This design comes from an exercise in tuning for small area and a short achievable clock period on the open sky130 flow, not from production work. At most, simulation tests tie the RTL to the original design; equivalence was not proved. Function not checked in runs 2 to 6: the RTL went through the layout flow alone. Power figures rest on the tool's default switching activity, not on a simulated workload.

**flow/run.sh**
```bash
#!/bin/bash
# synth_recipe.tcl (not shown) runs the flow's synth.tcl, then flattens the netlist and writes it again
# the make line also repeats each setting of config.mk as NAME=value (left out here)
make -C /OpenROAD-flow-scripts/flow DESIGN_CONFIG=/design/flow/config.mk WORK_HOME=/design/flow/orfs CLKGATE_MAP_FILE= SYNTH_SCRIPT=/design/flow/synth_recipe.tcl finish
```
**flow/constraint.sdc**
```tcl
create_clock -name core_clock -period 12.5 [get_ports {clk}]
set_input_delay 2.5000 -clock core_clock [delete_from_list [all_inputs] [get_ports {clk}]]
set_output_delay 2.5000 -clock core_clock [all_outputs]
set_load 0.01 [all_outputs]
```
**flow/design.v**
```verilog
`timescale 1ns / 1ps
module top_module(
    input clk,
    input rst,
    input [15:0] sw,
    input btnC,
    output reg [6:0]seg,
    output reg[3:0] an,
    output reg bitti,
    output reg [1:0]p
    );
    localparam ZERO  = 7'b000_0001;   
    localparam ONE   = 7'b100_1111;   
    localparam TWO   = 7'b001_0010;   
    localparam THREE = 7'b000_0110;   
    localparam FOUR  = 7'b100_1100;   
    localparam FIVE  = 7'b010_0100;   
    localparam SIX   = 7'b010_0000;   
    localparam SEVEN = 7'b000_1111;   
    localparam EIGHT = 7'b000_0000;   
    localparam NINE  = 7'b000_0100;   
    localparam A= 7'b000_1000;
    localparam b= 7'b110_0000;
    localparam C= 7'b011_0001;
    localparam d= 7'b100_0010;
    localparam E= 7'b011_0000;
    localparam F= 7'b011_1000;
    reg [3:0] bull;
    reg [3:0] cow;
    reg[15:0] sayi0;
    reg[15:0] sayi1;
    reg[15:0] tahmin;
    reg s0 ,s1;
    reg btnC_prev;
    reg sira;
    integer i;
    integer j;
    wire gir = (btnC == 1'b1 && btnC_prev == 1'b0);
    always@(posedge clk) begin
        if(rst)
            btnC_prev <= 1'b0;
        else
            btnC_prev <= btnC;
    end
    reg [3:0] bull_n, cow_n;
    reg [15:0] sayi0_n, sayi1_n, tahmin_n;
    reg s0_n, s1_n, sira_n, bitti_n;
    reg [1:0] p_n;
    always@(*) begin
        bull_n = bull;
        cow_n = cow;
        sayi0_n = sayi0;
        sayi1_n = sayi1;
        tahmin_n = tahmin;
        s0_n = s0;
        s1_n = s1;
        sira_n = sira;
        bitti_n = bitti;
        p_n = p;
        if(gir == 1'b1) begin
             if(s0_n == 1'b0) begin
                sayi0_n = sw;
                s0_n = 1'b1;
             end
             else if(s1_n == 1'b0) begin
                sayi1_n = sw;
                s1_n = 1'b1;
             end
             else begin
                tahmin_n = sw;
             end
            if(bitti_n == 1'b0 && s1_n == 1'b1 && s0_n == 1'b1) begin
                bull_n = 0;
                cow_n = 0;
                if(sira_n == 1'b0) begin
                    bull_n = bull_n + &(sayi1_n[15:12]~^tahmin_n[15:12]);
                    bull_n = bull_n + &(sayi1_n[11:8]~^tahmin_n[11:8]);
                    bull_n = bull_n + &(sayi1_n[7:4]~^tahmin_n[7:4]);
                    bull_n = bull_n + &(sayi1_n[3:0]~^tahmin_n[3:0]);
                    for(i = 0; i<4; i = i+1) begin
                        for(j = 0; j<4; j = j+1) begin
                             if(i != j) begin
                                cow_n = cow_n + &(tahmin_n[(i*4)+3 -:4]~^sayi1_n[4*j+3 -:4]);
                            end
                        end
                    end
                end
             if(sira_n == 1'b1) begin
                bull_n = bull_n + &(sayi0_n[15:12]~^tahmin_n[15:12]);
                bull_n = bull_n + &(sayi0_n[11:8]~^tahmin_n[11:8]);
                bull_n = bull_n + &(sayi0_n[7:4]~^tahmin_n[7:4]);
                bull_n = bull_n + &(sayi0_n[3:0]~^tahmin_n[3:0]);
                for(i = 0; i<4; i =i+1) begin
                    for(j = 0; j<4; j = j+1) begin
                        if(i != j) begin
                        cow_n = cow_n + &(tahmin_n[(i*4)+3 -:4]~^sayi0_n[4*j+3 -:4]);
                        end
                    end
                end
              end
             if(bull_n == 3'd4) begin
                bitti_n = 1'b1;
             end
                if(sira_n == 0) begin
                    p_n = 2'b10;
                end
                else begin
                    p_n = 2'b00;
                end
            end
            sira_n = ~sira_n;
        end
    end
    always@(posedge clk) begin
        if(rst) begin
            bull <= 4'd0;
            cow <= 4'd0;
            sayi0 <= 16'd0;
            sayi1 <= 16'd0;
            tahmin <= 16'd0;
            s0 <= 1'b0;
            s1 <= 1'b0;
            sira <= 1'b0;
            bitti <= 1'b0;
            p <= 2'b11;
        end
        else begin
            bull <= bull_n;
            cow <= cow_n;
            sayi0 <= sayi0_n;
            sayi1 <= sayi1_n;
            tahmin <= tahmin_n;
            s0 <= s0_n;
            s1 <= s1_n;
            sira <= sira_n;
            bitti <= bitti_n;
            p <= p_n;
        end
    end
    reg[1:0] k;
    always@(posedge clk) begin
      if(rst) begin
         k <= 2'b00;
         an <= 4'b1111;
         seg <= 7'b000_0000;
      end
      else begin
      if(k == 2'b00) begin
         an <= 4'b1110;
        case(cow)
            4'h0:seg <= ZERO;
            4'h1:seg <= ONE;
            4'h2:seg <= TWO;
            4'h3:seg <= THREE;
            4'h4:seg <= FOUR;
            4'h5:seg <= FIVE;
            4'h6:seg <= SIX;
            4'h7:seg <= SEVEN;
            4'h8:seg <= EIGHT;
            4'h9:seg <= NINE;
            4'hA:seg <= A;
            4'hB:seg <= b;
            4'hC:seg <= C;
            4'hD:seg <= d;
            4'hE:seg <= E;
            4'hF:seg <= F;
        endcase
        end
        if(k == 2'b01) begin
            an <= 4'b1101;
            seg <= C;
        end
        if(k == 2'b10) begin
        an <= 4'b1011;
        case(bull)
            4'h0:seg <= ZERO;
            4'h1:seg <= ONE;
            4'h2:seg <= TWO;
            4'h3:seg <= THREE;
            4'h4:seg <= FOUR;
            4'h5:seg <= FIVE;
            4'h6:seg <= SIX;
            4'h7:seg <= SEVEN;
            4'h8:seg <= EIGHT;
            4'h9:seg <= NINE;
            4'hA:seg <= A;
            4'hB:seg <= b;
            4'hC:seg <= C;
            4'hD:seg <= d;
            4'hE:seg <= E;
            4'hF:seg <= F;
        endcase
        end
        if(k == 2'b11) begin
            an <= 4'b0111;
            seg <= b;
        end
        k <= k+1;
      end
    end
endmodule
```
**flow/config.mk**
```make
export PLATFORM = sky130hd
export DESIGN_NAME = top_module
export DESIGN_NICKNAME = top_module
export VERILOG_FILES = /design/flow/design.v
export SDC_FILE = /design/flow/constraint.sdc
export NUM_CORES = 4
export LEC_CHECK = 0
export CAP_MARGIN = 20
export CORE_MARGIN = 2
export CORE_UTILIZATION = 40
export SLEW_MARGIN = 20
```
==> results_dict.tcl, run 1 <==
set metrics [dict create \
    synth_top_area_share 0.2587 \
    port_buffers 32 \
    yosysMostFrequentCell "xor2_1" \
    status "finished clean" \
    synth_top_cell_by_area "dfxtp_1" \
    place_ws_ns -0.7760 \
    dp_cells 1092 \
    synth_edf_count 0 \
    syn-num-nets 867 \
    numCtsBuffers 9 \
    nNetsFinal 973 \
    power_uw 2185 \
    tns_ns 0 \
    final_area_mm2 0.008715 \
    cp-start-kind "input pin" \
    yosys_warnings 1 \
    drc_errors 0 \
    worstSetupPathType "input pin to flop" \
    num_antenna_cells 0 \
    die_h_um 136.0 \
    rsz0062_at_grt "false" \
    drive_gt1_frac 0.1728 \
    cpPeakStageDelay_ns 0.53 \
    vias_per_cell 5.254 \
    synth.cell_area_mm2 0.006965 \
    async_flop_share 0 \
    ys.flop_type "dfxtp_1" \
    fin_cells 1116 \
    min_period_over_period 0.9604 \
    synth_seq_cells 90 \
    clock-root-buffer "clkbuf_16" \
    grt_pass1_vias 5649 \
    final.min_clock_period_ns 12.01 \
    cellPowerDensity_mw_per_mm2 250.8 \
    finalHoldViolCount 0 \
    drt-pass1-iter-count 5 \
    cts_tree "yes" \
    finalClockSkew_ns 0.007826 \
    antenna_found_initial 0 \
    num_vias 5863 \
    place_congestion 0.8283 \
    wirelength_um 18100 \
    setup_viol 0 \
    syn_to_final_growth_pct 25.11 \
    p_leak_uw 0.003529 \
    finalWorstSetupSlack_ns 0.4949 \
    relSlewSlack 0.3342 \
    critPathMaxFanout 7 \
    coreArea_mm2 0.01718 \
    h-tree-depth 3 \
    cts_hold_buf 0 \
    crit_slowest_cell "fa_1" \
    grt_pass1_wl_um 28930 \
    maxSlewViolCount 0 \
    synth_area_leaders "dfxtp_1, xor2_1, ha_1" \
    syn_inst 781 \
    critPathCaptureType "flop" \
    fmax_mhz 83.30 \
    grt_max_degree 103 \
    dieArea_mm2 0.01849 \
    synth_commonest_cells "xor2_1, nor2_1, dfxtp_1" \
    ioPinCount 33 \
    hpwl_um 13390 \
    track_usage 0.1995 \
    detail-route-antenna-nets 0 \
    cp.required_ns 12.79 \
    initial_utilization 0.4055 \
    synth.distinct_cells 52 \
    tightest_slew_ns 0.9987 \
    critPathArrivalTime_ns 12.29 \
    clk_latency_ns 0.35 \
    clock-sinks 90 \
    yosysSeqAreaShare 0.2587 \
    ir_worst_vdd_mv 0.2560 \
    fp.dieW_um 136.0 \
    drv_cap 0 \
    rows 48 \
    hold_class "flop to flop" \
    overflow 0 \
    critPathMostFrequentCell "ha_4" \
    post_drt_wl_per_cell_um 16.22 \
    placed_area_mm2 0.008177 \
    drt-initial-drc-count 341 \
    synth_area_per_cell_um2 8.919 \
    clk_path_buf_depth 2 \
    clkTransAtPathRegs_ns 0.07 \
]
## cells by family (layout without fill, tap and decap cells)
logic type      after synthesis  in the layout  share of synthesized area
fa+ha+maj                    67             67                     0.1268
simple gates                216            216                     0.1459
mux                          63             63                    0.09125
xor+xnor                    167            167                     0.2272
compound gates              123            123                     0.1193
flops                        90             90                     0.2587
buf+inv                      55            165                    0.03090
## power breakdown
group / internal [µW] / switching [µW] / leakage, µW
registers: 318 / 15.2 / 0.000742
clock network: 140 / 119 / 0.000127
logic: 855 / 738 / 0.00266
total: 1310 / 872 / 0.00353
## worst paths after layout
check	start	endpoint	slack (ns)	cells after the start
worst max register to register	s1	flop	2.05	44
worst min-delay path	an[3]	an[3]	0.46	1
worst max-delay path	sw[4]	flop	0.49	44
worst min register to register	an[3]	an[3]	0.46	1
## layout by cell type, fill, tap and decap left out, types with 10 or more instances in the layout
cell	n
nor2_1	100
a21oi_1	27
clkdlybuf4s50_1	27
o21ai_0	11
buf_4	96
nand2_1	27
a211oi_1	54
inv_1	21
xor2_1	110
ha_4	13
dfxtp_1	90
nor4_1	27
mux2i_1	47
xnor2_1	47
ha_1	48
nor3_1	10
nand3_1	17
## timing repair
item,CTS,global route
setup buffers,8,1
endpoints found under the setup margin,8,8
pin swaps,4,7
resized for setup,8,13
## worst max-delay path, delay by kind of cell
| family | cells | cell delay (ns) |
|---|---|---|
| AOI/OAI and AO/OA | 6 | 0.67 |
| xor gates and xnor gates | 2 | 0.39 |
| adders and majority gates | 22 | 6.36 |
| muxes | 2 | 0.52 |
| buffers and inverters | 6 | 0.89 |
| and+or+nand+nor | 6 | 0.95 |
## cell type report
| class | count | area [µm²] |
|---|---|---|
| clock buffer | 10 | 239.0 |
| multi-input combinational | 636 | 5216 |
| tap | 225 | 281.5 |
| sequential | 90 | 1802 |
| fill | 1598 | 8462 |
| timing repair buffer | 129 | 1057 |
| inverter | 21 | 78.83 |
| clock inverter | 5 | 40.04 |
## stage by stage
step                  util  hold slack, ns
finish              0.5074          0.4592
global route        0.5074          0.4869
CTS                 0.5004          0.4659
detailed placement  0.4760          0.4468
global placement    0.4760          0.4460
floorplan                -          0.4332
## per-layer routing
metal	routed length (µm)	GRT usage	up-vias	part of all wire
met3	722	0.03542	25	0.040
met1	8291	0.2550	2757	0.46
met5	0	0	-	0
met4	304	0.05150	0	0.017
li1	-	-	2958	-
met2	8786	0.3468	123	0.49
==> inputs of run 2 (changes only) <==
==> flow/design.v (replaced) <==
`timescale 1ns / 1ps
module top_module(
    input clk,
    input rst,
    input [15:0] sw,
    input btnC,
    output reg [6:0] seg,
    output reg [3:0] an,
    output reg bitti,
    output [1:0] p
    );
    reg btnC_prev;
    reg s0, s1, sira, p1;
    reg [15:0] sayi0, sayi1, g;
    wire gir = btnC & ~btnC_prev;
    wire cmp = gir & s0 & ~bitti;
    wire [15:0] tah = s1 ? sw : 16'd0;
    wire [15:0] sa = sira ? sayi0 : sayi1;
    assign p = {p1, ~s1};
    always @(posedge clk) begin
        if (rst) begin
            btnC_prev <= 1'b0;
            s0 <= 1'b0;
            s1 <= 1'b0;
            sira <= 1'b0;
            p1 <= 1'b1;
            bitti <= 1'b0;
        end else begin
            btnC_prev <= btnC;
            if (gir) begin
                s0 <= 1'b1;
                if (s0) s1 <= 1'b1;
                sira <= ~sira;
            end
            if (cmp) begin
                p1 <= ~sira;
                if (tah == sa) bitti <= 1'b1;
            end
        end
    end
    always @(posedge clk) begin
        if (!s0) sayi0 <= sw;
        if (!s1) sayi1 <= sw;
        if (cmp) g <= tah;
    end
    wire [15:0] sd = p1 ? sayi1 : sayi0;
    reg [2:0] bull;
    reg [3:0] cow;
    integer i, j;
    always @(*) begin
        bull = 3'd0;
        cow = 4'd0;
        for (i = 0; i < 4; i = i + 1)
            for (j = 0; j < 4; j = j + 1)
                if (i == j) bull = bull + (g[4*i +: 4] == sd[4*j +: 4]);
                else cow = cow + (g[4*i +: 4] == sd[4*j +: 4]);
        if (!s1) begin
            bull = 3'd0;
            cow = 4'd0;
        end
    end
    function [6:0] hex(input [3:0] v);
        case (v)
            4'h0: hex = 7'b000_0001;
            4'h1: hex = 7'b100_1111;
            4'h2: hex = 7'b001_0010;
            4'h3: hex = 7'b000_0110;
            4'h4: hex = 7'b100_1100;
            4'h5: hex = 7'b010_0100;
            4'h6: hex = 7'b010_0000;
            4'h7: hex = 7'b000_1111;
            4'h8: hex = 7'b000_0000;
            4'h9: hex = 7'b000_0100;
            4'hA: hex = 7'b000_1000;
            4'hB: hex = 7'b110_0000;
            4'hC: hex = 7'b011_0001;
            4'hD: hex = 7'b100_0010;
            4'hE: hex = 7'b011_0000;
            default: hex = 7'b011_1000;
        endcase
    endfunction
    always @(posedge clk) begin
        if (rst) begin
            an <= 4'b1111;
            seg <= 7'b000_0000;
        end else if (!an[0]) begin
            an <= 4'b1101;
            seg <= 7'b011_0001;
        end else if (!an[1]) begin
            an <= 4'b1011;
            seg <= hex({1'b0, bull});
        end else if (!an[2]) begin
            an <= 4'b0111;
            seg <= 7'b110_0000;
        end else begin
            an <= 4'b1110;
            seg <= hex(cow);
        end
    end
endmodule
==> run 2 against run 1 <==
  * Critical path depth decreased by 26
  * Setup slack gained 6.1 ns
  * Global-route usage decreased by 3.0 points
  * Highest routed layer unchanged
  * Largest power group is now sequential cells
  * Worst hold slack improved by 0.052 ns
  * Sequential power fell by 23%
  * Final area shrank 44%
  * Critical path type is now flop to flop
  * Utilization is 3.2 points lower
==> results_dict.tcl, run 2 <==
set metrics [dict create \
    tightest_slew_ns 0.7928 \
    p_leak_uw 0.001938 \
    rsz0062_at_grt "false" \
    drt-pass1-iter-count 4 \
    top_usage_layer "met2" \
    critPathMaxFanout 18 \
    rows 37 \
    cts_hold_buf 0 \
    use_met3 0.03985 \
    syn_inst 357 \
    wirelength_um 8910 \
    critPathArrivalTime_ns 6.15 \
    hold_class "flop to flop" \
    finalHoldViolCount 0 \
    antenna_found_initial 0 \
    die_h_um 106.4 \
    coreArea_mm2 0.01023 \
    setup_viol 0 \
    drive_gt1_frac 0.08816 \
    synth.cell_area_mm2 0.004192 \
    postCtsResizedCells 0 \
    finalClockSkew_ns 0.01286 \
    overflow 0 \
    synth_top_cell_by_area "edfxtp_1" \
    detail-route-antenna-nets 0 \
    numCtsBuffers 9 \
    clk_path_buf_depth 2 \
    async_flop_share 0 \
    critPathCaptureType "flop" \
    status "finished clean" \
    synth_seq_cells 65 \
    h-tree-depth 3 \
    grt_pass1_wl_um 14590 \
    relSlewSlack 0.4564 \
    cp-start-kind "flop" \
    clkTransAtPathRegs_ns 0.08 \
    nNetsFinal 436 \
    initial_utilization 0.4097 \
    synth_top_family_by_area "XOR/XNOR gates" \
    largest_registers "g x16, sayi0 x16, sayi1 x16" \
    port_buffers 32 \
    ys.flop_type "edfxtp_1" \
    syn-num-nets 401 \
    synth_area_per_cell_um2 11.74 \
    tns_ns 0 \
    synth_compound_area_frac 0.05791 \
    grt_pass1_vias 2822 \
    cp.required_ns 12.77 \
    syn_to_final_growth_pct 15.97 \
    num_antenna_cells 0 \
    fin_util 0.4751 \
    yosysMostFrequentCell "xor2_1" \
    final.min_clock_period_ns 5.880 \
    vias_per_cell 5.114 \
    yosys_warnings 1 \
    synth.distinct_cells 49 \
    dieArea_mm2 0.01131 \
    yosysSeqAreaShare 0.4251 \
    grt_max_degree 33 \
    maxSlewViolCount 0 \
    ir_worst_vdd_mv 0.06732 \
    fp.dieW_um 106.4 \
    grt_util_met2 0.2825 \
    cts_tree "yes" \
    min_period_over_period 0.4704 \
    synthAdderAreaFrac 0.08896 \
    ioPinCount 33 \
    cellPowerDensity_mw_per_mm2 125.0 \
    num_vias 2726 \
    synth.area.mux_share 0.09224 \
    synth_edf_count 48 \
    track_usage 0.1693 \
    grtUsageMet1 0.2100 \
    drc_errors 0 \
    post_drt_wl_per_cell_um 16.72 \
    drt-initial-drc-count 116 \
    drv_cap 0 \
    hpwl_um 6605 \
    worstSetupPathType "flop to flop" \
    yosys.area_share.simple 0.1206 \
    synth_top_area_share 0.3439 \
    fmax_mhz 170.1 \
    synth_commonest_cells "xor2_1, edfxtp_1, xnor2_1" \
    final_cell_mix "xor2_1, edfxtp_1, xnor2_1, clkdlybuf4s50_1, mux2i_1" \
    clock-root-buffer "clkbuf_8" \
    place_congestion 0.8746 \
    clock-sinks 65 \
    synth_area_leaders "edfxtp_1, xor2_1, dfxtp_1" \
    synth_xor_area_frac 0.1752 \
    clk_latency_ns 0.34 \
    post_cts_buffers 0 \
    mostFrequentLayoutCell "xor2_1" \
]
-- run 2: cell types whose count changed in the layout (fill, tap and decap cells not counted), sizes merged, moves of 44 or more --
cell,delta
edfxtp,+48
ha,-44
a211oi,-53
dfxtp,-73
nor2,-88
buf,-94
xor2,-59
-- run 2: per-stage QoR --
| step | power, µW | hold slack [ns] | instance area [µm²] | instances | worst slack [ns] |
|---|---|---|---|---|---|
| after floorplan | 347.0 | 0.4860 | 4192 | 357 | 7.130 |
| after detailed placement | 378.9 | 0.4923 | 4604 | 517 | 6.635 |
| after CTS | 613.9 | 0.5100 | 4861 | 533 | 6.653 |
| after global placement | 376.6 | 0.4839 | 4604 | 517 | 6.716 |
| final | 607.6 | 0.5110 | 4861 | 533 | 6.620 |
| after global routing | 637.7 | 0.5372 | 4861 | 533 | 6.234 |
-- run 2: critical path, stage by stage, from the launching register on --
cell and delay, ns:
dfxtp_1 0.31, buf_4 0.34, mux2i_1 0.73, xor2_1 0.19, nand4_1 0.12, fa_1 0.51, fa_1 0.52, inv_1 0.05
fa_1 0.50, fa_1 0.49, ha_1 0.23, fa_1 0.54, nand2_1 0.11, inv_1 0.13, ha_1 0.24, or3b_1 0.37
a21oi_1 0.15, o311ai_1 0.10, a31oi_1 0.17
-- run 2: logic make-up after synthesis --
group / count (synthesis)
buf+inv: 28
simple gates: 87
flops: 65
mux: 34
fa+ha+maj: 25
xor+xnor: 83
compound gates: 35
-- run 2: area by class of cell --
cell class	instances	area, µm²
clock buffer	9	123.9
clock inverter	7	132.6
fill	963	5370
inverter	16	60.06
multi-input combinational	264	2242
sequential	65	1782
tap	136	170.2
timing repair buffer	36	350.3
-- run 2: per-layer routing --
layer  vias up  part of all wire
met3        25             0.036
met1      1314              0.46
met5         -                 0
met2        58              0.47
li1       1329                 -
met4         0             0.034
-- run 2: worst paths after layout --
check | start | end | slack [ns] | cells past startpoint
worst max register to register | p1 | seg[0] | 6.62 | 18
worst min-delay path | bitti | bitti | 0.51 | 1
worst max-delay path | p1 | seg[0] | 6.62 | 18
worst min register to register | bitti | bitti | 0.51 | 1
-- run 2: power breakdown --
group	switching (µW)	internal, µW
combinational	62.9	53.6
clock	84.1	151
sequential	10.1	246
total	157	450
==> inputs of run 3 (changes only) <==
--- a/flow/design.v
+++ b/flow/design.v
@@ -7,15 +7,18 @@
     output reg [6:0] seg,
     output reg [3:0] an,
-    output reg bitti,
+    output bitti,
     output [1:0] p
     );
     reg btnC_prev;
+    reg [2:0] bull;
+    reg [3:0] cow;
     reg s0, s1, sira, p1;
-    reg [15:0] sayi0, sayi1, g;
+    reg [15:0] sayi0, sayi1;
     wire gir = btnC & ~btnC_prev;
-    wire cmp = gir & s0 & ~bitti;
+    wire cmp = gir & s0 & ~bull[2];
     wire [15:0] tah = s1 ? sw : 16'd0;
     wire [15:0] sa = sira ? sayi0 : sayi1;
     assign p = {p1, ~s1};
+    assign bitti = bull[2];
     always @(posedge clk) begin
         if (rst) begin
@@ -25,5 +28,4 @@
             sira <= 1'b0;
             p1 <= 1'b1;
-            bitti <= 1'b0;
         end else begin
             btnC_prev <= btnC;
@@ -35,5 +37,4 @@
             if (cmp) begin
                 p1 <= ~sira;
-                if (tah == sa) bitti <= 1'b1;
             end
         end
@@ -42,20 +43,23 @@
         if (!s0) sayi0 <= sw;
         if (!s1) sayi1 <= sw;
-        if (cmp) g <= tah;
     end
-    wire [15:0] sd = p1 ? sayi1 : sayi0;
-    reg [2:0] bull;
-    reg [3:0] cow;
+    reg [2:0] bull_n;
+    reg [3:0] cow_n;
     integer i, j;
     always @(*) begin
-        bull = 3'd0;
-        cow = 4'd0;
+        bull_n = 3'd0;
+        cow_n = 4'd0;
         for (i = 0; i < 4; i = i + 1)
             for (j = 0; j < 4; j = j + 1)
-                if (i == j) bull = bull + (g[4*i +: 4] == sd[4*j +: 4]);
-                else cow = cow + (g[4*i +: 4] == sd[4*j +: 4]);
-        if (!s1) begin
-            bull = 3'd0;
-            cow = 4'd0;
+                if (i == j) bull_n = bull_n + (tah[4*i +: 4] == sa[4*j +: 4]);
+                else cow_n = cow_n + (tah[4*i +: 4] == sa[4*j +: 4]);
+    end
+    always @(posedge clk) begin
+        if (rst) begin
+            bull <= 3'd0;
+            cow <= 4'd0;
+        end else if (cmp) begin
+            bull <= bull_n;
+            cow <= cow_n;
         end
     end
==> run 3 against run 2 <==
  * Sequential share of layout area fell by 1.6 points
  * Sequential power barely moved
  * Clock-buffer cell count grew 2
  * Critical path type is now input pin to flop
  * Clock power shrank 27%
  * Still clean
  * Highest routed layer unchanged
  * Flip-flop and latch count is 4 higher
  * Global-route usage rose by 1.7 points
  * Wire length grew 8.7%
  * Power shrank 4.4%
  * Fmax is 24% lower
  * Register-to-register slack got worse by 0.16 ns
  * Utilization decreased by 0.71 points
==> results_dict.tcl, run 3 <==
set metrics [dict create \
    status "finished clean" \
    hold_class "flop to flop" \
    antenna_found_initial 0 \
    clk_path_buf_depth 2 \
    numCtsBuffers 9 \
    post_drt_wl_per_cell_um 16.06 \
    yosysMostFrequentCell "nand2_1" \
    cpPeakStageDelay_ns 0.72 \
    finalClockSkew_ns 0.01187 \
    drt-initial-drc-count 187 \
    port_buffers 32 \
    crit_buf_inv 2 \
    grt_pass1_vias 3205 \
    cp.required_ns 12.74 \
    synth_top_family_by_area "compound AO/OA/AOI/OAI gates" \
    post_cts_buffers 0 \
    grtUsageMet1 0.2719 \
    synth_area_per_cell_um2 9.698 \
    power_uw 581.0 \
    nNetsFinal 505 \
    wirelength_um 9684 \
    ioPinCount 33 \
    drive_gt1_frac 0.1049 \
    critPathCaptureType "flop" \
    tightest_slew_ns 0.9805 \
    grt_max_degree 47 \
    finalHoldViolCount 0 \
    detail-route-antenna-nets 0 \
    yosys_warnings 1 \
    tns_ns 0 \
    synth.distinct_cells 50 \
    syn_inst 442 \
    rows 37 \
    vias_per_cell 5.401 \
    yosysSeqAreaShare 0.3970 \
    min_period_over_period 0.6159 \
    synthAdderAreaFrac 0.08406 \
    syn_to_final_growth_pct 13.22 \
    cp_cell_sequence "clkdlybuf4s50_1 > xnor2_1 > o32ai_1 > a22o_1 > nand2_1 > fa_1 > fa_1 > fa_1 > inv_1 > fa_1 > ha_1 > fa_1 > xor2_1 > mux2i_2 > nor2_2 > mux2_2 > a22o_1" \
    die_h_um 107.5 \
    synth_edf_count 32 \
    track_usage 0.1858 \
    cts_tree "yes" \
    critPathMostFrequentCell "fa_1" \
    async_flop_share 0 \
    num_antenna_cells 0 \
    cp-start-kind "input pin" \
    use_met3 0.03087 \
    drc_errors 0 \
    initial_utilization 0.4134 \
    synth_commonest_cells "nand2_1, dfxtp_1, edfxtp_1" \
    overflow 0 \
    synth_compound_area_frac 0.1757 \
    p_leak_uw 0.001812 \
    fmax_mhz 129.9 \
    ys.flop_type "dfxtp_1" \
    place_congestion 0.8723 \
    synth.area.mux_share 0.07356 \
    grt_pass1_wl_um 16370 \
    placed_area_mm2 0.004668 \
    fp.dieW_um 107.5 \
    synth_xor_area_frac 0.07151 \
    relSlewSlack 0.3443 \
    clkTransAtPathRegs_ns 0.07 \
    final.min_clock_period_ns 7.698 \
    coreArea_mm2 0.01037 \
    synth.cell_area_mm2 0.004287 \
    critPathMaxFanout 11 \
    grt_util_met2 0.2650 \
    synth_top_area_share 0.2242 \
    dieArea_mm2 0.01156 \
    drt-pass1-iter-count 4 \
    cts_hold_buf 0 \
    final_area_mm2 0.004853 \
    final_cell_mix "nand2_1, dfxtp_1, clkdlybuf4s50_1, edfxtp_1, o22ai_1" \
    h-tree-depth 3 \
    maxSlewViolCount 0 \
    num_vias 3257 \
    clock-sinks 69 \
    rsz0062_at_grt "false" \
    clk_latency_ns 0.36 \
    mostFrequentLayoutCell "nand2_1" \
    synth_area_leaders "edfxtp_1, dfxtp_1, xnor2_1" \
    rrSetupSlack_ns 6.46 \
    setup_viol 0 \
    syn-num-nets 485 \
    postCtsResizedCells 0 \
    ir_worst_vdd_mv 0.05245 \
    yosys.area_share.simple 0.1518 \
    critPathArrivalTime_ns 7.94 \
    drv_cap 0 \
    cellPowerDensity_mw_per_mm2 119.7 \
    top_usage_layer "met1" \
    synth_seq_cells 69 \
    clock-root-buffer "clkbuf_8" \
    hpwl_um 6917 \
    synth_top_cell_by_area "edfxtp_1" \
    crit_slowest_cell "clkdlybuf4s50_1" \
    path_delay_family "adder cells" \
    worstSetupPathType "input pin to flop" \
]
[run 3: metal layers]
metal | vias to the layer above | wire length [µm]
li1 | 1624 | -
met1 | 1557 | 4797
met3 | 13 | 499
met4 | 0 | 187
met5 | - | 0
met2 | 63 | 4200
[run 3: cells by family (layout without fill, tap and decap cells)]
logic type | Yosys count | after routing
buffers and inverters | 45 | 70
flip-flops | 69 | 69
multiplexers | 26 | 26
adder cells (fa/ha/maj) | 24 | 24
XOR/XNOR | 35 | 35
AO/OA/AOI/OAI | 113 | 113
AND/OR/NAND/NOR | 130 | 130
[run 3: metrics by stage]
step	hold slack [ns]	worst slack (ns)	cells	util
after CTS	0.4576	4.893	603	0.4680
after floorplan	0.4198	5.392	442	-
final	0.4523	4.802	603	0.4680
after global routing	0.4613	4.556	603	0.4680
after global placement	0.4327	4.652	587	0.4502
after detailed placement	0.4354	4.559	587	0.4502
[run 3: layout make-up]
type / count / area (µm²)
Fill cell: 973 / 5517
Inverter: 20 / 75.07
Tap cell: 136 / 170.2
Clock buffer: 11 / 151.4
Timing Repair Buffer: 34 / 335.3
Multi-Input combinational cell: 328 / 2386
Sequential cell: 69 / 1702
Clock inverter: 5 / 33.78
[run 3: where the power goes]
| group | total, µW | internal [µW] | switching [µW] |
|---|---|---|---|
| clock | 171 | 82.9 | 87.9 |
| combinational | 151 | 66.3 | 84.9 |
| sequential | 259 | 253 | 6.50 |
[run 3: final timing paths]
kind / startpoint / to / cells after the start
worst max-delay path: sw[2] / flop / 17
worst min-delay path: flop / seg[2] / 1
worst max register to register: sira / flop / 18
worst min register to register: flop / seg[2] / 1
==> inputs of run 4 (changes only) <==
--- a/flow/design.v
+++ b/flow/design.v
@@ -7,34 +7,40 @@
     output reg [6:0] seg,
     output reg [3:0] an,
-    output bitti,
+    output reg bitti,
     output [1:0] p
     );
     reg btnC_prev;
-    reg [2:0] bull;
-    reg [3:0] cow;
-    reg s0, s1, sira, p1;
+    reg s0, p0, sira, p1;
     reg [15:0] sayi0, sayi1;
+    reg [15:0] m;
+    assign p = {p1, p0};
     wire gir = btnC & ~btnC_prev;
-    wire cmp = gir & s0 & ~bull[2];
-    wire [15:0] tah = s1 ? sw : 16'd0;
+    wire cmp = gir & s0 & ~bitti;
+    wire [15:0] tah = p0 ? 16'd0 : sw;
     wire [15:0] sa = sira ? sayi0 : sayi1;
-    assign p = {p1, ~s1};
-    assign bitti = bull[2];
+    reg [15:0] m_n;
+    integer i, j;
+    always @(*)
+        for (i = 0; i < 4; i = i + 1)
+            for (j = 0; j < 4; j = j + 1)
+                m_n[4*i+j] = tah[4*i +: 4] == sa[4*j +: 4];
     always @(posedge clk) begin
         if (rst) begin
             btnC_prev <= 1'b0;
             s0 <= 1'b0;
-            s1 <= 1'b0;
+            p0 <= 1'b1;
             sira <= 1'b0;
             p1 <= 1'b1;
+            bitti <= 1'b0;
         end else begin
             btnC_prev <= btnC;
             if (gir) begin
                 s0 <= 1'b1;
-                if (s0) s1 <= 1'b1;
+                if (s0) p0 <= 1'b0;
                 sira <= ~sira;
             end
             if (cmp) begin
                 p1 <= ~sira;
+                if (m_n[0] & m_n[5] & m_n[10] & m_n[15]) bitti <= 1'b1;
             end
         end
@@ -42,26 +48,11 @@
     always @(posedge clk) begin
         if (!s0) sayi0 <= sw;
-        if (!s1) sayi1 <= sw;
+        if (p0) sayi1 <= sw;
+        if (cmp) m <= m_n;
     end
-    reg [2:0] bull_n;
-    reg [3:0] cow_n;
-    integer i, j;
-    always @(*) begin
-        bull_n = 3'd0;
-        cow_n = 4'd0;
-        for (i = 0; i < 4; i = i + 1)
-            for (j = 0; j < 4; j = j + 1)
-                if (i == j) bull_n = bull_n + (tah[4*i +: 4] == sa[4*j +: 4]);
-                else cow_n = cow_n + (tah[4*i +: 4] == sa[4*j +: 4]);
-    end
-    always @(posedge clk) begin
-        if (rst) begin
-            bull <= 3'd0;
-            cow <= 4'd0;
-        end else if (cmp) begin
-            bull <= bull_n;
-            cow <= cow_n;
-        end
-    end
+    wire [2:0] bull = p0 ? 3'd0 : m[0] + m[5] + m[10] + m[15];
+    wire [3:0] cow = p0 ? 4'd0 :
+        m[1] + m[2] + m[3] + m[4] + m[6] + m[7] +
+        m[8] + m[9] + m[11] + m[12] + m[13] + m[14];
     function [6:0] hex(input [3:0] v);
         case (v)
==> run 4 against run 3 <==
  * Combinational power up 7%
  * Final area up 0.18%
  * Clock skew down 0.0023 ns
  * Largest cell class unchanged
  * Via count down 7.9%
  * Sequential power down 2%
  * Clock-buffer cell count up 1
  * Utilization up 0.084 points
==> results_dict.tcl, run 4 <==
set metrics [dict create \
    p_leak_uw 0.001765 \
    critPathMaxFanout 3 \
    fillers 989 \
    worstSetupPathType "flop to flop" \
    placed_area_mm2 0.004683 \
    ys.flop_type "edfxtp_1" \
    synth_top_area_share 0.3364 \
    h-tree-depth 3 \
    cellPowerDensity_mw_per_mm2 119.8 \
    postCtsResizedCells 0 \
    crit_buf_inv 3 \
    final_cell_mix "edfxtp_1, clkdlybuf4s50_1, nor2_1" \
    hold_class "flop to flop" \
    synth_edf_count 48 \
    cts_tree "yes" \
    cp-start-kind "flop" \
    clock-root-buffer "clkbuf_8" \
    track_usage 0.1620 \
    relSlewSlack 0.5504 \
    async_flop_share 0 \
    setup_viol 0 \
    grt_pass1_vias 2918 \
    coreArea_mm2 0.01037 \
    fp.dieW_um 107.5 \
    final_area_mm2 0.004862 \
    post_cts_buffers 0 \
    vias_per_cell 5.338 \
    crit_slowest_cell "fa_1" \
    place_congestion 0.8998 \
    grt_pass1_wl_um 14480 \
    synth_area_per_cell_um2 10.85 \
    ioPinCount 33 \
    die_h_um 107.5 \
    finalClockSkew_ns 0.009585 \
    mostFrequentLayoutCell "edfxtp_1" \
    tns_ns 0 \
    overflow 0 \
    min_period_over_period 0.3568 \
    cp_cell_sequence "fa_1 > fa_1 > inv_1 > fa_1 > fa_1 > inv_1 > ha_1 > fa_1 > nand2_1 > ha_1 > inv_1 > mux4_2 > a22o_1" \
    synth_top_cell_by_area "edfxtp_1" \
    drv_cap 0 \
    detail-route-antenna-nets 0 \
    syn_inst 395 \
    cts_hold_buf 0 \
    yosysSeqAreaShare 0.4158 \
    grt_max_degree 61 \
    numCtsBuffers 9 \
    port_buffers 32 \
    status "finished clean" \
    num_vias 3000 \
    critPathArrivalTime_ns 4.70 \
    post_drt_wl_per_cell_um 15.41 \
    nNetsFinal 465 \
    dieArea_mm2 0.01156 \
    num_antenna_cells 0 \
    clk_latency_ns 0.35 \
    rsz0062_at_grt "false" \
    path_delay_family "adder cells" \
    tightest_slew_ns 0.6737 \
    yosysMostFrequentCell "edfxtp_1" \
    clk_path_buf_depth 2 \
    finalHoldViolCount 0 \
    syn-num-nets 439 \
    largest_registers "m x16, sayi0 x16, sayi1 x16" \
    drc_errors 0 \
    fmax_mhz 224.2 \
    maxSlewViolCount 0 \
    initial_utilization 0.4132 \
    yosys_warnings 1 \
    synth_seq_cells 65 \
    drt-initial-drc-count 138 \
    cp.required_ns 12.74 \
    clock-sinks 65 \
    antenna_found_initial 0 \
    drive_gt1_frac 0.1033 \
    ir_worst_vdd_mv 0.07027 \
    wirelength_um 8662 \
    synth.distinct_cells 52 \
    critPathMostFrequentCell "fa_1" \
    synth.cell_area_mm2 0.004285 \
    final.min_clock_period_ns 4.460 \
    syn_to_final_growth_pct 13.46 \
    rows 37 \
    hpwl_um 6350 \
    synth_commonest_cells "edfxtp_1, nor2_1, a31oi_1, inv_1, nand2_1" \
    synth_area_leaders "edfxtp_1, dfxtp_1, ha_1" \
    drt-pass1-iter-count 4 \
    critPathCaptureType "flop" \
    clkTransAtPathRegs_ns 0.07 \
    cpPeakStageDelay_ns 0.55 \
]
## run 4: changes by cell type after synthesis, sizes merged, moves of 7 or more
cell,previous run,this run
o22ai,26,0
xor2,11,22
a22o,19,1
a2bb2oi,0,21
nor3,5,21
nor2,23,30
a22oi,12,4
a31oi,7,23
mux2,16,9
a21oi,12,5
edfxtp,32,48
o21ai,25,12
dfxtp,37,17
nand2,52,23
## run 4: metrics by stage
stage | instances | worst slack, ns | total power [µW] | hold WS [ns] | util
finish | 562 | 8.040 | 582.7 | 0.5025 | 0.4689
global route | 562 | 7.866 | 614.7 | 0.5461 | 0.4689
CTS | 562 | 8.013 | 589.6 | 0.5144 | 0.4689
detailed placement | 546 | 8.027 | 420.0 | 0.4994 | 0.4516
global placement | 545 | 7.822 | 417.4 | 0.4759 | 0.4509
floorplan | 395 | 8.220 | 380.5 | 0.4580 | -
## run 4: layout make-up
class,instances,area (µm²),share of cell area
clock inverter,4,43.79,0.009007
multi-input combinational,284,2290,0.4709
sequential,65,1783,0.3667
clock buffer,12,135.1,0.02779
inverter,26,97.59,0.02007
timing repair buffer,35,342.8,0.07051
tap,136,170.2,0.03500
## run 4: cells by family (layout without fill, tap and decap cells)
| family | Yosys count | in the layout | synth area share |
|---|---|---|---|
| flip-flops | 65 | 65 | 0.4158 |
| buffers and inverters | 46 | 77 | 0.04993 |
| AND/OR/NAND/NOR | 112 | 112 | 0.1364 |
| multiplexers | 22 | 22 | 0.08204 |
| XOR/XNOR | 44 | 44 | 0.09168 |
| AO/OA/AOI/OAI | 81 | 81 | 0.1372 |
| adder cells (fa/ha/maj) | 25 | 25 | 0.08701 |
## run 4: worst min-delay path, delay by kind of cell, from the launching register on
family / cells / cell delay, ns
DFF: 1 / 0.33
AOI/OAI and AO/OA: 2 / 0.13
## run 4: report_power, final
group	total (µW)	switching, µW	internal (µW)
registers	253	6.40	247
logic	161	90.5	70.8
clock network	168	77.0	90.9
## run 4: layer usage
| metal | vias up | GRT usage | wire length [µm] |
|---|---|---|---|
| met5 | - | 0 | 0 |
| met4 | 0 | 0.06593 | 204 |
| met3 | 17 | 0.04298 | 386 |
| met2 | 72 | 0.2722 | 4229 |
| met1 | 1425 | 0.1966 | 3843 |
| li1 | 1486 | - | - |
## run 4: path summary, 6_finish.rpt
path,startpoint,end,slack (ns),depth (start not counted)
setup reg to reg,m[1],seg[3],8.04,13
hold reg to reg,p1,p1,0.50,2
setup / recovery,m[1],seg[3],8.04,13
hold / removal,p1,p1,0.50,2
==> inputs of run 5 (changes only) <==
==> flow/flow/run.sh (new file) <==
#!/bin/bash
# Standard ORFS layout, with plain buffers (not delay cells) on the ports.
set -euo pipefail
bash standard.sh synth > synth.log 2>&1
bash standard.sh "BUFFER_PORTS_ARGS=-buffer_cell sky130_fd_sc_hd__buf_1" finish > layout.log 2>&1
==> flow/standard.sh (new file) <==
#!/bin/bash
# synth_recipe.tcl (not shown) runs the flow's synth.tcl, then flattens the netlist and writes it again
# the make line also repeats each setting of config.mk as NAME=value (left out here)
make -C /OpenROAD-flow-scripts/flow DESIGN_CONFIG=/design/flow/config.mk WORK_HOME=/design/flow/orfs CLKGATE_MAP_FILE= SYNTH_SCRIPT=/design/flow/synth_recipe.tcl "${@:-finish}"
removed: flow/run.sh
==> run 5 against run 4 <==
  * Register-to-register slack is essentially flat
  * Utilization shrank 1.9 points
  * Worst hold slack is essentially flat
  * Final area shrank 4.1%
  * Non-clock buffer count shrank 1
  * Combinational power shrank 4%
  * Clock-buffer cell count shrank 3
  * Clock power is essentially flat
  * Critical endpoint unchanged
==> results_dict.tcl, run 5 <==
set metrics [dict create \
    status "finished clean" \
    setup_viol 0 \
    nNetsFinal 464 \
    final.min_clock_period_ns 4.468 \
    clock-sinks 65 \
    cts_tree "yes" \
    synth_area_leaders "edfxtp_1, dfxtp_1, ha_1" \
    clk_path_buf_depth 2 \
    relSlewSlack 0.4681 \
    hpwl_um 6425 \
    drc_errors 0 \
    met3WireLength_um 353 \
    yosysSeqAreaShare 0.4158 \
    mostFrequentLayoutCell "edfxtp_1" \
    place_congestion 0.8802 \
    p_leak_uw 0.001668 \
    drt-initial-drc-count 108 \
    p_int_uw 400.2 \
    fin_util 0.4497 \
    antenna_found_initial 0 \
    coreArea_mm2 0.01037 \
    wl_met1_um 4004 \
    tns_ns 0 \
    syn_inst 395 \
    port_buffers 32 \
    syn-num-nets 439 \
    clock-root-buffer "clkbuf_8" \
    postCtsResizedCells 0 \
    synth.cell_area_mm2 0.004285 \
    post_drt_wl_per_cell_um 15.79 \
    final_cell_mix "edfxtp_1, buf_1, nor2_1" \
    post_cts_buffers 0 \
    async_flop_share 0 \
    synth_area_per_cell_um2 10.85 \
    synth_edf_count 48 \
    dieArea_mm2 0.01156 \
    synth_seq_cells 65 \
    yosysMostFrequentCell "edfxtp_1" \
    ir_worst_vdd_mv 0.07181 \
    h-tree-depth 3 \
    maxSlewViolCount 0 \
    yosys_warnings 1 \
    track_usage 0.1607 \
    vias_per_cell 5.364 \
    num_antenna_cells 0 \
    synth_commonest_cells "edfxtp_1, nor2_1, a31oi_1, inv_1, nand2_1" \
    cellPowerDensity_mw_per_mm2 124.3 \
    p_comb_frac 0.268 \
    critPathCaptureType "flop" \
    finalClockSkew_ns 0.008295 \
    synth_top_cell_by_area "edfxtp_1" \
    seqPwrFrac 0.437 \
    ys.flop_type "edfxtp_1" \
    wirelength_um 8859 \
    rsz0062_at_grt "false" \
    worstSetupPathType "flop to flop" \
    drive_gt1_frac 0.1059 \
    initial_utilization 0.4132 \
    drt-pass1-iter-count 4 \
    wl_met2_um 4245 \
    dr.max_layer_used "met4" \
    grt_max_degree 61 \
    rrSetupSlack_ns 8.03 \
    min_period_over_period 0.3574 \
    finalHoldViolCount 0 \
    pwr-share-clk 0.295 \
    hold_class "flop to flop" \
    p_sw_frac 0.3094 \
    fp.dieW_um 107.5 \
    grt_pass1_vias 2878 \
    synth_top_area_share 0.3364 \
    clkTransAtPathRegs_ns 0.07 \
    cts_hold_buf 0 \
    tightest_slew_ns 0.7969 \
    switchingPower_uw 179.3 \
    critPathArrivalTime_ns 4.71 \
    overflow 0 \
    cp.required_ns 12.74 \
    ioPinCount 33 \
    syn_to_final_growth_pct 8.817 \
    fmax_mhz 223.8 \
    detail-route-antenna-nets 0 \
    critPathMaxFanout 3 \
    rows 37 \
    drv_cap 0 \
    fillers 999 \
    place_ws_ns 8.000 \
    finalWorstSetupSlack_ns 8.032 \
    cp-start-kind "flop" \
    power_uw 579.6 \
    grt_pass1_wl_um 14270 \
    largest_registers "m x16, sayi0 x16, sayi1 x16" \
    synth.distinct_cells 52 \
    numCtsBuffers 9 \
    clk_latency_ns 0.34 \
    die_h_um 107.5 \
    num_vias 3009 \
]
run 5: cell counts after synthesis:
No cell type changed its count.
run 5: layout make-up:
type	count	area [µm²]	area share
sequential	65	1783	0.3823
clock buffer	9	123.9	0.02656
tap	136	170.2	0.03649
timing repair buffer	34	135.1	0.02898
inverter	26	97.59	0.02093
clock inverter	7	61.31	0.01315
multi-input combinational	284	2292	0.4915
run 5: logic make-up (layout without fill, tap and decap cells):
logic type / Yosys count / count (layout) / synth area share
compound gates: 81 / 81 / 0.1372
xor+xnor: 44 / 44 / 0.09168
fa+ha+maj: 25 / 25 / 0.08701
buf+inv: 46 / 76 / 0.04993
simple gates: 112 / 112 / 0.1364
flops: 65 / 65 / 0.4158
mux: 22 / 22 / 0.08204
run 5: path summary, 6_finish.rpt:
path         start      to  cells past startpoint
max           m[1]  seg[3]                     13
min             p1      p1                      2
max reg2reg   m[1]  seg[3]                     13
min reg2reg     p1      p1                      2
run 5: power groups by stage:
stage,Combinational (µW),Clock (µW),Sequential [µW]
floorplan,121,0,259
global placement,152,0,258
detailed placement,154,0,258
CTS,155,175,254
global route,170,184,255
finish,155,171,254
run 5: worst max-delay path, cell delays in order (launching register included):
cell,delay [ns]
edfxtp_1,0.40
fa_1,0.53
fa_1,0.52
inv_1,0.05
fa_1,0.45
fa_1,0.50
inv_1,0.04
ha_1,0.20
fa_1,0.54
nand2_1,0.11
ha_1,0.33
inv_1,0.04
mux4_2,0.44
a22o_1,0.23
run 5: per-layer routing:
metal / vias up / GRT usage
met5: - / 0
met4: 0 / 0.07326
met3: 19 / 0.03874
met2: 79 / 0.2655
met1: 1431 / 0.1981
li1: 1480 / -
run 5: stage by stage:
stage               cells  cell area, µm²  hold slack (ns)
finish                561            4663           0.5030
global route          561            4663           0.5211
CTS                   561            4663           0.5041
detailed placement    545            4478           0.4872
global placement      545            4476           0.4790
floorplan             395            4285           0.4580
==> inputs of run 6 (changes only) <==
--- a/flow/design.v
+++ b/flow/design.v
@@ -11,11 +11,13 @@
     );
     reg btnC_prev;
-    reg s0, p0, sira, p1;
+    reg s0, sira, p0, p1;
+    reg s1n;             
+    reg arm;             
     reg [15:0] sayi0, sayi1;
     reg [15:0] m;
     assign p = {p1, p0};
     wire gir = btnC & ~btnC_prev;
-    wire cmp = gir & s0 & ~bitti;
-    wire [15:0] tah = p0 ? 16'd0 : sw;
+    wire cmp = btnC & arm;
+    wire [15:0] tah = s1n ? 16'd0 : sw;
     wire [15:0] sa = sira ? sayi0 : sayi1;
     reg [15:0] m_n;
@@ -30,12 +32,18 @@
             s0 <= 1'b0;
             p0 <= 1'b1;
+            s1n <= 1'b1;
             sira <= 1'b0;
             p1 <= 1'b1;
             bitti <= 1'b0;
+            arm <= 1'b0;
         end else begin
             btnC_prev <= btnC;
+            arm <= ~btnC & s0 & ~bitti;
             if (gir) begin
                 s0 <= 1'b1;
-                if (s0) p0 <= 1'b0;
+                if (s0) begin
+                    p0 <= 1'b0;
+                    s1n <= 1'b0;
+                end
                 sira <= ~sira;
             end
@@ -48,11 +56,22 @@
     always @(posedge clk) begin
         if (!s0) sayi0 <= sw;
-        if (p0) sayi1 <= sw;
+        if (s1n) sayi1 <= sw;
         if (cmp) m <= m_n;
     end
-    wire [2:0] bull = p0 ? 3'd0 : m[0] + m[5] + m[10] + m[15];
-    wire [3:0] cow = p0 ? 4'd0 :
-        m[1] + m[2] + m[3] + m[4] + m[6] + m[7] +
-        m[8] + m[9] + m[11] + m[12] + m[13] + m[14];
+    wire [2:0] bull = s1n ? 3'd0 : m[0] + m[5] + m[10] + m[15];
+    wire [3:0] rs, rc;
+    genvar r;
+    generate
+        for (r = 0; r < 4; r = r + 1) begin : row
+            wire a = m[4*r + (r+1)%4];
+            wire b = m[4*r + (r+2)%4];
+            wire c = m[4*r + (r+3)%4];
+            assign rs[r] = a ^ b ^ c;
+            assign rc[r] = (a & b) | (a & c) | (b & c);
+        end
+    endgenerate
+    wire [2:0] ss = (rs[0] + rs[1]) + (rs[2] + rs[3]);
+    wire [2:0] sc = (rc[0] + rc[1]) + (rc[2] + rc[3]);
+    wire [3:0] cow = s1n ? 4'd0 : ss + {sc, 1'b0};
     function [6:0] hex(input [3:0] v);
         case (v)
==> run 6 against run 5 <==
  * Utilization shrank 0.49 points
  * Sequential share of layout area shrank 0.51 points
  * Power grew 2.5%
  * Non-clock buffer count is the same
  * Fmax grew 13%
  * Combinational power shrank 8%
  * Global-route usage grew 1.7 points
  * Die area grew 1.9%
  * Register-to-register slack gained 0.88 ns
  * Wire length grew 7.9%
  * First-iteration DRC count grew 54%
  * Final cell count grew 3.9%
  * Highest routed layer unchanged
==> results_dict.tcl, run 6 <==
set metrics [dict create \
    status "finished clean" \
    hold_end "p1" \
    grt_max_degree 64 \
    num_antenna_cells 0 \
    drive_gt1_frac 0.09029 \
    synth.cell_area_mm2 0.004368 \
    synth_top_cell_by_area "edfxtp_1" \
    cts_tree "yes" \
    synth_seq_cells 66 \
    synth_area_leaders "edfxtp_1, dfxtp_1, ha_1" \
    worstRegToRegCells 11 \
    nNetsFinal 482 \
    drt-pass1-iter-count 5 \
    finalHoldViolCount 0 \
    synth_area_per_cell_um2 10.58 \
    maxSlewViolCount 0 \
    finalClockSkew_ns 0.01277 \
    yosysSeqAreaShare 0.4125 \
    placed_area_mm2 0.004563 \
    drt-initial-drc-count 166 \
    tightest_slew_ns 0.7469 \
    num_vias 3171 \
    grt_pass1_wl_um 15790 \
    hpwl_um 6934 \
    async_flop_share 0 \
    fp.dieW_um 108.5 \
    ys.flop_type "edfxtp_1" \
    track_usage 0.1773 \
    port_buffers 32 \
    r2r-end "seg[3]" \
    synth.distinct_cells 51 \
    rows 38 \
    mostFrequentLayoutCell "edfxtp_1" \
    largest_registers "m x16, sayi0 x16, sayi1 x16" \
    reg2reg_from "m[1]" \
    power_uw 594.3 \
    cp-start-kind "flop" \
    h-tree-depth 3 \
    critPathMaxFanout 63 \
    min_period_over_period 0.3154 \
    worstSetupPathType "flop to primary output" \
    vias_per_cell 5.439 \
    cellPowerDensity_mw_per_mm2 124.3 \
    grt_pass1_vias 3031 \
    ir_worst_vdd_mv 0.07032 \
    rsz0062_at_grt "false" \
    die_h_um 108.5 \
    final_area_mm2 0.004780 \
    fmax_mhz 253.7 \
    p_leak_uw 0.001667 \
    fillers 1057 \
    clk_latency_ns 0.35 \
    yosys_warnings 1 \
    clkTransAtPathRegs_ns 0.07 \
    clock-root-buffer "clkbuf_8" \
    hold_path_depth 1 \
    syn-num-nets 457 \
    initial_utilization 0.4065 \
    detail-route-antenna-nets 0 \
    hold_class "flop to flop" \
    syn_inst 413 \
    setup_viol 0 \
    critPathArrivalTime_ns 1.44 \
    synth_top_area_share 0.3300 \
    crit_slowest_cell "buf_4" \
    path_delay_family "buffers and inverters" \
    synth_commonest_cells "edfxtp_1, nor2_1, inv_1" \
    clk_path_buf_depth 2 \
    post_cts_buffers 0 \
    hold-worst-slack_ns 0.4772 \
    synth_edf_count 48 \
    cp_cell_sequence "buf_4 > buf_1" \
    drc_errors 0 \
    final.min_clock_period_ns 3.942 \
    rrSetupSlack_ns 8.91 \
    clock-sinks 66 \
    coreArea_mm2 0.01075 \
    yosysMostFrequentCell "edfxtp_1" \
    cp.required_ns 10.00 \
    cpPeakStageDelay_ns 0.53 \
    dieArea_mm2 0.01177 \
    syn_to_final_growth_pct 9.424 \
    place_ws_ns 8.586 \
    tns_ns 0 \
    overflow 0 \
    crit_start "p0" \
    hp-start "sira" \
    relSlewSlack 0.5015 \
    cts_hold_buf 0 \
    final_cell_mix "edfxtp_1, buf_1, nor2_1, inv_1, nor3_1" \
    ioPinCount 33 \
    finalWorstSetupSlack_ns 8.558 \
    post_drt_wl_per_cell_um 16.39 \
    antenna_found_initial 0 \
    critPathCaptureType "primary output" \
    postCtsResizedCells 0 \
    drv_cap 0 \
    place_congestion 0.8976 \
    wirelength_um 9557 \
    numCtsBuffers 9 \
    crit_buf_inv 2 \
]
[run 6: final cells by class]
class | count | area [µm²] | share of cell area
Multi-Input combinational cell | 300 | 2349 | 0.4914
Timing Repair Buffer | 34 | 135.1 | 0.02827
Tap cell | 140 | 175.2 | 0.03665
Clock buffer | 9 | 123.9 | 0.02592
Inverter | 27 | 101.3 | 0.02120
Sequential cell | 66 | 1803 | 0.3772
Clock inverter | 7 | 92.59 | 0.01937
[run 6: worst max-delay path by stage]
stage / end / cells after the start
finish: p[0] / 2
global route: p[0] / 2
CTS: p[0] / 2
detailed placement: bitti / 6
global placement: bitti / 6
floorplan: bitti / 6
[run 6: metal layers]
layer	global-route usage	share of wire	wire length (µm)
met5	0	0	0
met4	0.05861	0.021	204
met3	0.04400	0.052	496
met2	0.2897	0.48	4616
met1	0.2301	0.44	4239
[run 6: cells by family after synthesis]
group,share of synthesized area
muxes,0.07448
and+or+nand+nor,0.1389
DFF,0.4125
adders and majority gates,0.08536
xor gates and xnor gates,0.08822
AOI/OAI and AO/OA,0.1507
buffers and inverters,0.04984
[run 6: stage by stage]
stage	util	cells
floorplan	-	413
global placement	0.4247	567
detailed placement	0.4247	567
CTS	0.4448	583
global route	0.4448	583
finish	0.4448	583
[run 6: power breakdown]
| part | switching, µW | leakage, µW | internal, µW |
|---|---|---|---|
| Combinational | 86.3 | 0.000950 | 55.9 |
| Sequential | 6.02 | 0.000612 | 249 |
| Clock | 84.9 | 0.000105 | 112 |
[run 6: worst reg2reg max path, stage by stage, from the launching register on]
cell      delay (ns)
edfxtp_1        0.40
fa_1            0.52
fa_1            0.55
ha_1            0.18
inv_1           0.06
fa_1            0.46
nor2_1          0.31
inv_1           0.12
ha_1            0.31
o31ai_1         0.25
a21oi_1         0.07
o32ai_1         0.28
==> inputs of run 7 (changes only) <==
--- a/flow/design.v
+++ b/flow/design.v
@@ -12,5 +12,5 @@
     reg btnC_prev;
     reg s0, sira, p0, p1;
-    reg s1n;             
+    reg s1;              
     reg arm;             
     reg [15:0] sayi0, sayi1;
@@ -19,5 +19,5 @@
     wire gir = btnC & ~btnC_prev;
     wire cmp = btnC & arm;
-    wire [15:0] tah = s1n ? 16'd0 : sw;
+    wire [15:0] tah = s1 ? sw : 16'd0;
     wire [15:0] sa = sira ? sayi0 : sayi1;
     reg [15:0] m_n;
@@ -32,5 +32,5 @@
             s0 <= 1'b0;
             p0 <= 1'b1;
-            s1n <= 1'b1;
+            s1 <= 1'b0;
             sira <= 1'b0;
             p1 <= 1'b1;
@@ -44,5 +44,5 @@
                 if (s0) begin
                     p0 <= 1'b0;
-                    s1n <= 1'b0;
+                    s1 <= 1'b1;
                 end
                 sira <= ~sira;
@@ -56,8 +56,8 @@
     always @(posedge clk) begin
         if (!s0) sayi0 <= sw;
-        if (s1n) sayi1 <= sw;
+        if (!s1) sayi1 <= sw;
         if (cmp) m <= m_n;
     end
-    wire [2:0] bull = s1n ? 3'd0 : m[0] + m[5] + m[10] + m[15];
+    wire [2:0] bull = !s1 ? 3'd0 : m[0] + m[5] + m[10] + m[15];
     wire [3:0] rs, rc;
     genvar r;
@@ -73,5 +73,5 @@
     wire [2:0] ss = (rs[0] + rs[1]) + (rs[2] + rs[3]);
     wire [2:0] sc = (rc[0] + rc[1]) + (rc[2] + rc[3]);
-    wire [3:0] cow = s1n ? 4'd0 : ss + {sc, 1'b0};
+    wire [3:0] cow = !s1 ? 4'd0 : ss + {sc, 1'b0};
     function [6:0] hex(input [3:0] v);
         case (v)
==> run 7 against run 6 <==
  * Power down 9.8%
  * Non-clock buffer count fell by 1
  * First-iteration DRC count grew 7.2%
  * Synthesized cell count up 2.7%
  * Setup slack improved by 0.24 ns
  * Flip-flop and latch count rose by 1
  * Still clean
  * Area after synthesis is 2.8% lower
==> results_dict.tcl, run 7 <==
set metrics [dict create \
    placed_area_mm2 0.004429 \
    port_buffers 32 \
    mostFrequentLayoutCell "nand2_1" \
    num_vias 3145 \
    yosys_warnings 1 \
    largest_registers "m x16, sayi0 x16, sayi1 x16" \
    detail-route-antenna-nets 0 \
    syn-num-nets 468 \
    min_period_over_period 0.2960 \
    cts_hold_buf 0 \
    worstSetupPathType "flop to flop" \
    antenna_found_initial 0 \
    wirelength_um 9204 \
    fillers 1009 \
    postCtsResizedCells 0 \
    status "finished clean" \
    cellPowerDensity_mw_per_mm2 116.5 \
    post_drt_wl_per_cell_um 15.65 \
    ir_worst_vdd_mv 0.08519 \
    final.min_clock_period_ns 3.701 \
    track_usage 0.1734 \
    power_uw 536.0 \
    vias_per_cell 5.349 \
    place_congestion 0.8518 \
    finalClockSkew_ns 0.01262 \
    final_cell_mix "nand2_1, edfxtp_1, xnor2_1, buf_1, nor2_1" \
    clock-root-buffer "clkbuf_8" \
    cp-start-kind "flop" \
    p_leak_uw 0.001683 \
    drt-initial-drc-count 178 \
    grt_pass1_wl_um 15180 \
    hold-worst-slack_ns 0.4443 \
    post_cts_buffers 0 \
    fmax_mhz 270.2 \
    setup_viol 0 \
    nNetsFinal 491 \
    drive_gt1_frac 0.09513 \
    syn_inst 424 \
    synth_top_area_share 0.3395 \
    synthAdderAreaFrac 0.08783 \
    synth_edf_count 48 \
    syn_to_final_growth_pct 8.341 \
    synth_seq_cells 67 \
    critPathMaxFanout 3 \
    synth_compound_area_frac 0.1335 \
    coreArea_mm2 0.01032 \
    initial_utilization 0.4112 \
    maxSlewViolCount 0 \
    numCtsBuffers 9 \
    ioPinCount 33 \
    synth_top_cell_by_area "edfxtp_1" \
    h-tree-depth 3 \
    rrSetupSlack_ns 8.80 \
    async_flop_share 0 \
    drc_errors 0 \
    fp.dieW_um 107.0 \
    drt-pass1-iter-count 5 \
    yosys.area_share.simple 0.1515 \
    overflow 0 \
    clkTransAtPathRegs_ns 0.07 \
    clk_latency_ns 0.35 \
    clk_path_buf_depth 2 \
    ys.flop_type "edfxtp_1" \
    cp.required_ns 12.79 \
    hpwl_um 6845 \
    num_antenna_cells 0 \
    relSlewSlack 0.3314 \
    synth_top_family_by_area "simple AND/OR/NAND/NOR gates" \
    tns_ns 0 \
    die_h_um 107.0 \
    drv_cap 0 \
    grt_max_degree 62 \
    synth_commonest_cells "nand2_1, edfxtp_1, xnor2_1" \
    cts_tree "yes" \
    grt_pass1_vias 3041 \
    final_area_mm2 0.004599 \
    rsz0062_at_grt "false" \
    synth.cell_area_mm2 0.004245 \
    dieArea_mm2 0.01145 \
    synth.distinct_cells 48 \
    critPathCaptureType "flop" \
    hold_class "flop to flop" \
    yosysMostFrequentCell "nand2_1" \
    clock-sinks 67 \
    synth_area_leaders "edfxtp_1, dfxtp_1, xnor2_1" \
    synth_xor_area_frac 0.08871 \
    yosysSeqAreaShare 0.4291 \
    rows 37 \
    finalHoldViolCount 0 \
    synth_area_per_cell_um2 10.01 \
    synth.area.mux_share 0.05836 \
    critPathArrivalTime_ns 3.99 \
    tightest_slew_ns 1.003 \
]
==> run 7: layout make-up <==
| class | count | area (µm²) | area share |
|---|---|---|---|
| inverter | 27 | 101.3 | 0.02203 |
| timing repair buffer | 33 | 127.6 | 0.02775 |
| clock buffer | 10 | 127.6 | 0.02775 |
| clock inverter | 6 | 42.54 | 0.009249 |
| sequential | 67 | 1823 | 0.3964 |
| multi-input combinational | 309 | 2207 | 0.4799 |
| tap | 136 | 170.2 | 0.03700 |
==> run 7: per-stage QoR <==
step             util  setup slack (ns)  instances
2_1_floorplan       -             8.888        424
3_3_place_gp   0.4290             8.623        572
6_report       0.4455             8.799        588
3_5_place_dp   0.4290             8.552        572
5_1_grt        0.4455             8.620        588
4_1_cts        0.4455             8.791        588
==> run 7: worst paths after layout <==
path	start	end	depth (start not counted)
setup / recovery	m[1]	seg[3]	10
hold / removal	p0	p0	2
setup reg to reg	m[1]	seg[3]	10
hold reg to reg	p0	p0	2
==> run 7: worst max-delay path, stage by stage (launching register included) <==
cell,delay [ns]
edfxtp_1,0.40
fa_1,0.53
fa_1,0.55
ha_1,0.16
inv_1,0.05
fa_1,0.47
nand2b_1,0.20
ha_1,0.35
or4_1,0.52
a211o_1,0.32
nand3_1,0.09
==> run 7: cell families after synthesis <==
logic type / after synthesis
AOI/OAI and AO/OA: 85
xor gates and xnor gates: 43
adders and majority gates: 25
buffers and inverters: 48
DFF: 67
muxes: 20
and+or+nand+nor: 136
==> run 7: power by group <==
group	switching, µW	internal (µW)	total [µW]
registers	7.69	252	259
clock network	87.1	71.9	159
logic	70.4	47.4	118
==> run 7: layer usage <==
layer	wire length, µm	GRT usage	vias to the layer above
met4	261	0.07792	0
li1	-	-	1547
met3	423	0.03526	19
met5	0	0	-
met1	3998	0.2170	1482
met2	4521	0.2884	97
==> inputs of run 8 (changes only) <==
--- a/flow/config.mk
+++ b/flow/config.mk
@@ -6,4 +6,5 @@
 export NUM_CORES = 4
 export LEC_CHECK = 0
+export ABC_AREA = 1
 export CAP_MARGIN = 20
 export CORE_MARGIN = 2
==> run 8 against run 7 <==
  * Still clean on timing, DRC and antenna
  * Worst hold slack better by 0.0078 ns
  * Synthesized cell count up 4.0%
  * Area after synthesis down 4.7%
  * Non-clock buffer count down 1
  * Clock skew about the same
  * Clock power up 6%
  * Combinational power down 22%
==> results_dict.tcl, run 8 <==
set metrics [dict create \
    status "finished clean" \
    synth_top_cell_by_area "edfxtp_1" \
    syn_inst 441 \
    drv_cap 0 \
    fmax_mhz 290.1 \
    track_usage 0.1553 \
    relSlewSlack 0.3968 \
    fillers 1029 \
    crit_buf_inv 1 \
    rows 36 \
    synth_seq_cells 67 \
    synth_area_per_cell_um2 9.175 \
    postCtsResizedCells 0 \
    cp-start-kind "flop" \
    yosysMostFrequentCell "nand2_1" \
    nNetsFinal 520 \
    wirelength_um 8006 \
    port_buffers 32 \
    drt-pass1-iter-count 4 \
    synth.area.mux_share 0 \
    die_h_um 104.6 \
    drt-initial-drc-count 102 \
    synth_top_area_share 0.3562 \
    finalHoldViolCount 0 \
    num_vias 2865 \
    drive_gt1_frac 0.08732 \
    setup_viol 0 \
    hold-worst-slack_ns 0.4521 \
    detail-route-antenna-nets 0 \
    clock-sinks 67 \
    clk_path_buf_depth 2 \
    place_ws_ns 8.786 \
    finalWorstSetupSlack_ns 9.053 \
    final_cell_mix "nand2_1, inv_1, edfxtp_1, xor2_1, buf_1" \
    grt_pass1_wl_um 13250 \
    dieArea_mm2 0.01094 \
    clock-root-buffer "clkbuf_8" \
    vias_per_cell 4.666 \
    ir_worst_vdd_mv 0.06905 \
    synth_top_family_by_area "simple AND/OR/NAND/NOR gates" \
    synth_edf_count 48 \
    async_flop_share 0 \
    yosysSeqAreaShare 0.4502 \
    cp_cell_sequence "buf_1" \
    ioPinCount 33 \
    ys.flop_type "edfxtp_1" \
    finalClockSkew_ns 0.01255 \
    num_antenna_cells 0 \
    tns_ns 0 \
    final.min_clock_period_ns 3.447 \
    cts_hold_buf 0 \
    grt_max_degree 24 \
    synth.distinct_cells 29 \
    cellPowerDensity_mw_per_mm2 117.4 \
    tightest_slew_ns 0.9036 \
    coreArea_mm2 0.009819 \
    drc_errors 0 \
    overflow 0 \
    p_leak_uw 0.002137 \
    cpPeakStageDelay_ns 0.42 \
    critPathMaxFanout 5 \
    post_drt_wl_per_cell_um 13.04 \
    antenna_found_initial 0 \
    cts_tree "yes" \
    cp.required_ns 10.00 \
    min_period_over_period 0.2758 \
    grt_pass1_vias 2717 \
    syn-num-nets 485 \
    critPathCaptureType "primary output" \
    mostFrequentLayoutCell "nand2_1" \
    maxSlewViolCount 0 \
    fp.dieW_um 104.6 \
    synthAdderAreaFrac 0.09215 \
    path_delay_family "flip-flops" \
    post_cts_buffers 0 \
    synth_xor_area_frac 0.1082 \
    clk_latency_ns 0.36 \
    synth.cell_area_mm2 0.004046 \
    initial_utilization 0.4121 \
    synth_commonest_cells "nand2_1, inv_1, edfxtp_1" \
    rsz0062_at_grt "false" \
    largest_registers "m x16, sayi0 x16, sayi1 x16" \
    syn_to_final_growth_pct 9.648 \
    worstSetupPathType "flop to primary output" \
    h-tree-depth 3 \
    yosys.area_share.simple 0.2202 \
    critPathArrivalTime_ns 0.95 \
    crit_slowest_cell "dfxtp_1" \
    synth_compound_area_frac 0.04545 \
    hold_class "flop to flop" \
    numCtsBuffers 9 \
    hpwl_um 6228 \
    yosys_warnings 1 \
    clkTransAtPathRegs_ns 0.08 \
    place_congestion 0.8528 \
    synth_area_leaders "edfxtp_1, nand2_1, xor2_1" \
]
==> run 8: worst reg2reg max path: stages (launching register included) <==
cell	delay (ns)
edfxtp_1	0.41
fa_1	0.43
inv_1	0.09
fa_1	0.42
inv_1	0.08
ha_1	0.24
inv_1	0.09
fa_1	0.40
nor2_2	0.21
inv_1	0.12
ha_1	0.31
inv_1	0.06
nor2_1	0.04
o21bai_1	0.15
nand2_1	0.06
nand3_1	0.10
o21ai_0	0.17
==> run 8: per-layer routing <==
| layer | GRT usage | part of all wire | up-vias |
|---|---|---|---|
| li1 | - | - | 1474 |
| met1 | 0.1837 | 0.44 | 1334 |
| met2 | 0.2750 | 0.52 | 51 |
| met3 | 0.03556 | 0.034 | 6 |
| met4 | 0.05714 | 0.011 | 0 |
| met5 | 0 | 0 | - |
==> run 8: kinds of logic (layout without fill, tap and decap cells) <==
family,count (synthesis),in the layout
AOI/OAI and AO/OA,34,34
xor gates and xnor gates,50,50
adders and majority gates,25,25
buffers and inverters,76,116
DFF,67,67
and+or+nand+nor,189,189
==> run 8: stage by stage <==
stage                     utilization  total power, µW  cells  cell area [µm²]
after floorplan                     -            335.8    441             4046
after global placement         0.4335            357.2    598             4257
after detailed placement       0.4335            358.5    598             4257
after CTS                      0.4518            528.5    614             4437
after global routing           0.4518            549.8    614             4437
final                          0.4518            521.1    614             4437
==> run 8: area by class of cell <==
cell class              count  area (µm²)  share of cell area
clock buffers               9       123.9             0.02792
clock inverters             7       56.30             0.01269
inverters                  68       262.8             0.05922
multi-input cells         298        1886              0.4250
flip-flops and latches     67        1822              0.4106
well taps                 133       166.4             0.03751
repair buffers             32       120.1             0.02707
==> run 8: path summary, 6_finish.rpt <==
kind,startpoint,to,slack [ns],depth (start not counted)
worst max-delay path,an[1],an[1],9.05,1
worst min-delay path,bitti,arm,0.45,1
worst max register to register,m[6],seg[3],9.06,16
worst min register to register,bitti,arm,0.45,1
==> run 8: power breakdown <==
| part | internal, µW | switching (µW) |
|---|---|---|
| Clock | 75.2 | 93.4 |
| Sequential | 253 | 7.74 |
| Combinational | 31.3 | 60.8 |
| Total | 359 | 162 |

Setup slack of run 8, layout unchanged: 9.053 ns with ideal ports, 9.023 ns with driving cells assumed (clock clkbuf_16, inputs buf_2), 8.749 ns with port delays also shifted by the 0.379 ns mid clock arrival.
